From an optimization exercise on the open Yosys and OpenROAD flow, aimed at small area and a short achievable clock period; shortcuts taken in it are not production practice.
RTL that was checked went through simulation tests only; none was proved equivalent to the original.
No activity file was given, so power comes from the tool's default toggle rates.

## FIRLPF
module FIRLPF(
       input                     Clock,
       input                     Rst_n,
       input      signed  [31:0] InputData1,
       output     signed  [31:0] OutputData
);
reg [5:0] Count;
always @(posedge Clock or negedge Rst_n)
  if (!Rst_n)             Count <= 6'd0;
  else if (Count < 6'd39) Count <= Count + 6'd1;
  else                    Count <= 6'd0;
reg [22:0] rom;
always @* begin
  case (Count)
    6'd0: rom = 23'b00000001000000100000000;
    6'd1: rom = 23'b00000001000000100000000;
    6'd2: rom = 23'b00000001000000100000000;
    6'd3: rom = 23'b00000000100000000000000;
    6'd4: rom = 23'b00000000000000000000001;
    6'd5: rom = 23'b00000010000000010000000;
    6'd6: rom = 23'b00100000000000100000000;
    6'd7: rom = 23'b00100001000000000000000;
    6'd8: rom = 23'b00000000100000000000010;
    6'd9: rom = 23'b01000001000010000000000;
    6'd10: rom = 23'b00100000100001000000100;
    6'd11: rom = 23'b01001000000011000000010;
  ...
Size in the first run: roughly 2400 cells after synthesis, ~400 flip-flops, roughly 66 I/O pins, ~0.024 mm² of cells after synthesis.
make LEC_CHECK=0 ABC_CLOCK_PERIOD_IN_PS=3000 CAP_MARGIN=20 CELL_PAD_IN_SITES_DETAIL_PLACEMENT=1 CORE_MARGIN=2 CORE_UTILIZATION=30 PLACE_DENSITY=0.5 SLEW_MARGIN=20 finish   # period 11.0 ns
run.sh (not shown) runs the stock make flow with config.mk's settings and CLKGATE_MAP_FILE= SYNTH_SCRIPT=/design/flow/synth_recipe.tcl, a recipe that flattens the netlist after the stock synthesis.
Rerun with:
--- a/flow/design.v
+++ b/flow/design.v
@@ -97,25 +97,20 @@
                    | ({40{sel4[5]}} & {2'd0, xo, 6'd0});
 wire [31:0] n5_0 = ~xo;
 wire [31:0] n5_2 = ~xo;
 wire [39:0] row5 = ({40{sel5[0]}} & {4'd0, n5_0, 4'd0})
                    | ({40{sel5[1]}} & {2'd0, xo, 6'd0})
                    | ({40{sel5[2]}} & {1'd0, n5_2, 7'd0});
-reg restart, restart_n, restart_s;
+reg restart;
 always @(posedge Clock or negedge Rst_n)
   if (!Rst_n) restart <= 1'b0;
   else        restart <= (Count == 6'd0);
-always @(posedge Clock)
-  restart_n <= (Count == 6'd0);
-always @(posedge Clock or negedge Rst_n)
-  if (!Rst_n) restart_s <= 1'b1;
-  else        restart_s <= (Count == 6'd0);
 localparam [39:0] K = 40'hbc00000544;
 reg [39:0] Ss, Sc;
-wire [39:0] ss = restart_s ? K : Ss;
-wire [39:0] sc = restart_n ? 40'd0 : Sc;
+wire [39:0] ss = restart ? K : Ss;
+wire [39:0] sc = restart ? 40'd0 : Sc;
 wire f0s = ss[4] ^ sc[4] ^ row0[4];
 wire f0c = (ss[4] & sc[4]) | (ss[4] & row0[4]) | (sc[4] & row0[4]);
 wire f1s = ss[5] ^ sc[5] ^ row0[5];
 wire f1c = (ss[5] & sc[5]) | (ss[5] & row0[5]) | (sc[5] & row0[5]);
 wire h2s = row1[5] ^ row2[5];
 wire h2c = row1[5] & row2[5];
@@ -570,26 +565,37 @@
 always @(posedge Clock) begin
   Ss <= {f225c, f224c, f223c, f222c, f221c, f220c, f219c, f218c, f217c, f216c, f215c, f214c, f213c, f212c, f211c, f210c, f209c, f208c, f207c, f206c, f205c, f204c, f203c, f202c, f201c, f200c, f199c, f198c, f197c, f196c, f195c, f194c, f193c, f192c, f191c, f190c, f189c, f188c, h187c, row3[0]};
   Sc <= {f226s, f225s, f224s, f223s, f222s, f221s, f220s, f219s, f218s, f217s, f216s, f215s, f214s, f213s, f212s, f211s, f210s, f209s, f208s, f207s, f206s, f205s, f204s, f203s, f202s, f201s, f200s, f199s, f198s, f197s, f196s, f195s, f194s, f193s, f192s, f191s, f190s, f189s, f188s, h187s};
 end
 wire [39:0] Ssum = Ss + Sc;
 wire [24:0] Sfin = Ssum[39:15];
-reg [1:0] nins;
+reg [3:0] nins;
 always @(posedge Clock or negedge Rst_n)
-  if (!Rst_n)                       nins <= 2'd0;
-  else if (restart && nins != 2'd2) nins <= nins + 2'd1;
+  if (!Rst_n)                        nins <= 4'd0;
+  else if (restart && nins != 4'd10) nins <= nins + 4'd1;
 reg [24:0] R0, R1, R2, R3, R4, R5, R6, R7, R8;
 always @(posedge Clock) begin
-  R0 <= restart ? (nins == 2'd0 ? 25'd0 : Sfin) : (nins == 2'd2 ? R8 : 25'd0);
+  R0 <= restart ? Sfin : R8;
   R1 <= R0; R2 <= R1; R3 <= R2; R4 <= R3;
   R5 <= R4; R6 <= R5; R7 <= R6; R8 <= R7;
 end
 reg upd;
 always @(posedge Clock or negedge Rst_n)
   if (!Rst_n) upd <= 1'b0;
   else        upd <= (Count == 6'd39);
+reg addv, subv;
+always @(posedge Clock or negedge Rst_n)
+  if (!Rst_n) begin
+    addv <= 1'b0;
+    subv <= 1'b0;
+  end else begin
+    addv <= (nins >= 4'd2);
+    subv <= (nins == 4'd10);
+  end
+wire [24:0] add = addv ? R2 : 25'd0;
+wire [24:0] sub = subv ? R7 : 25'd0;
 reg  [27:0] U;
 always @(posedge Clock or negedge Rst_n)
   if (!Rst_n)   U <= 28'd0;
-  else if (upd) U <= U + {{3{R2[24]}}, R2} - {{3{R7[24]}}, R7};
+  else if (upd) U <= U + {{3{add[24]}}, add} - {{3{sub[24]}}, sub};
 assign OutputData = {{7{U[27]}}, U[27:3]};
 endmodule
Total power increases by about 6%.
Combinational power increases by 10%.
Die area increases by about 0.56%.
Fmax decreases by 5.0%.
Register-to-register slack loses 0.21 ns.
Routed wire length decreases by 5.9%.
Setup slack loses 0.21 ns.
Via count decreases by about 1.6%.
Sequential share of layout area barely changes.
Sequential cell count increases by 2.
Non-clock buffer count decreases by 7.
Cell area increases by about 0.6%.
Global-route usage decreases by 0.99 points.
The RTL of the second run of this note was laid out without a check of its function.

## separate check: timing with driven ports
No port has a modelled driver above. Below, the same layouts with a new extraction and two added sets of constraints. Step 1 sets driving cells, clkbuf_16 on the clock port and buf_2 on the other inputs (assumed; they add their load-dependent delay and slew). Step 2, shift: input delay + t, output delay - t, t = (earliest + latest rising clock arrival at the registers) / 2. This alone moves slack from input paths to output paths. a / b / c = ideal ports / drivers / drivers and shift; a / b = the first two.
| run | t, ns | setup WS [ns] | worst slew at a driven data input, ns |
|---|---|---|---|
| the first run | 0.653 | 6.998 / 6.998 / 6.998 | 0.04 |
| the second run | 0.648 | 6.789 / 6.789 / 6.789 | 0.05 |
After both steps setup and hold are still met in every run listed.
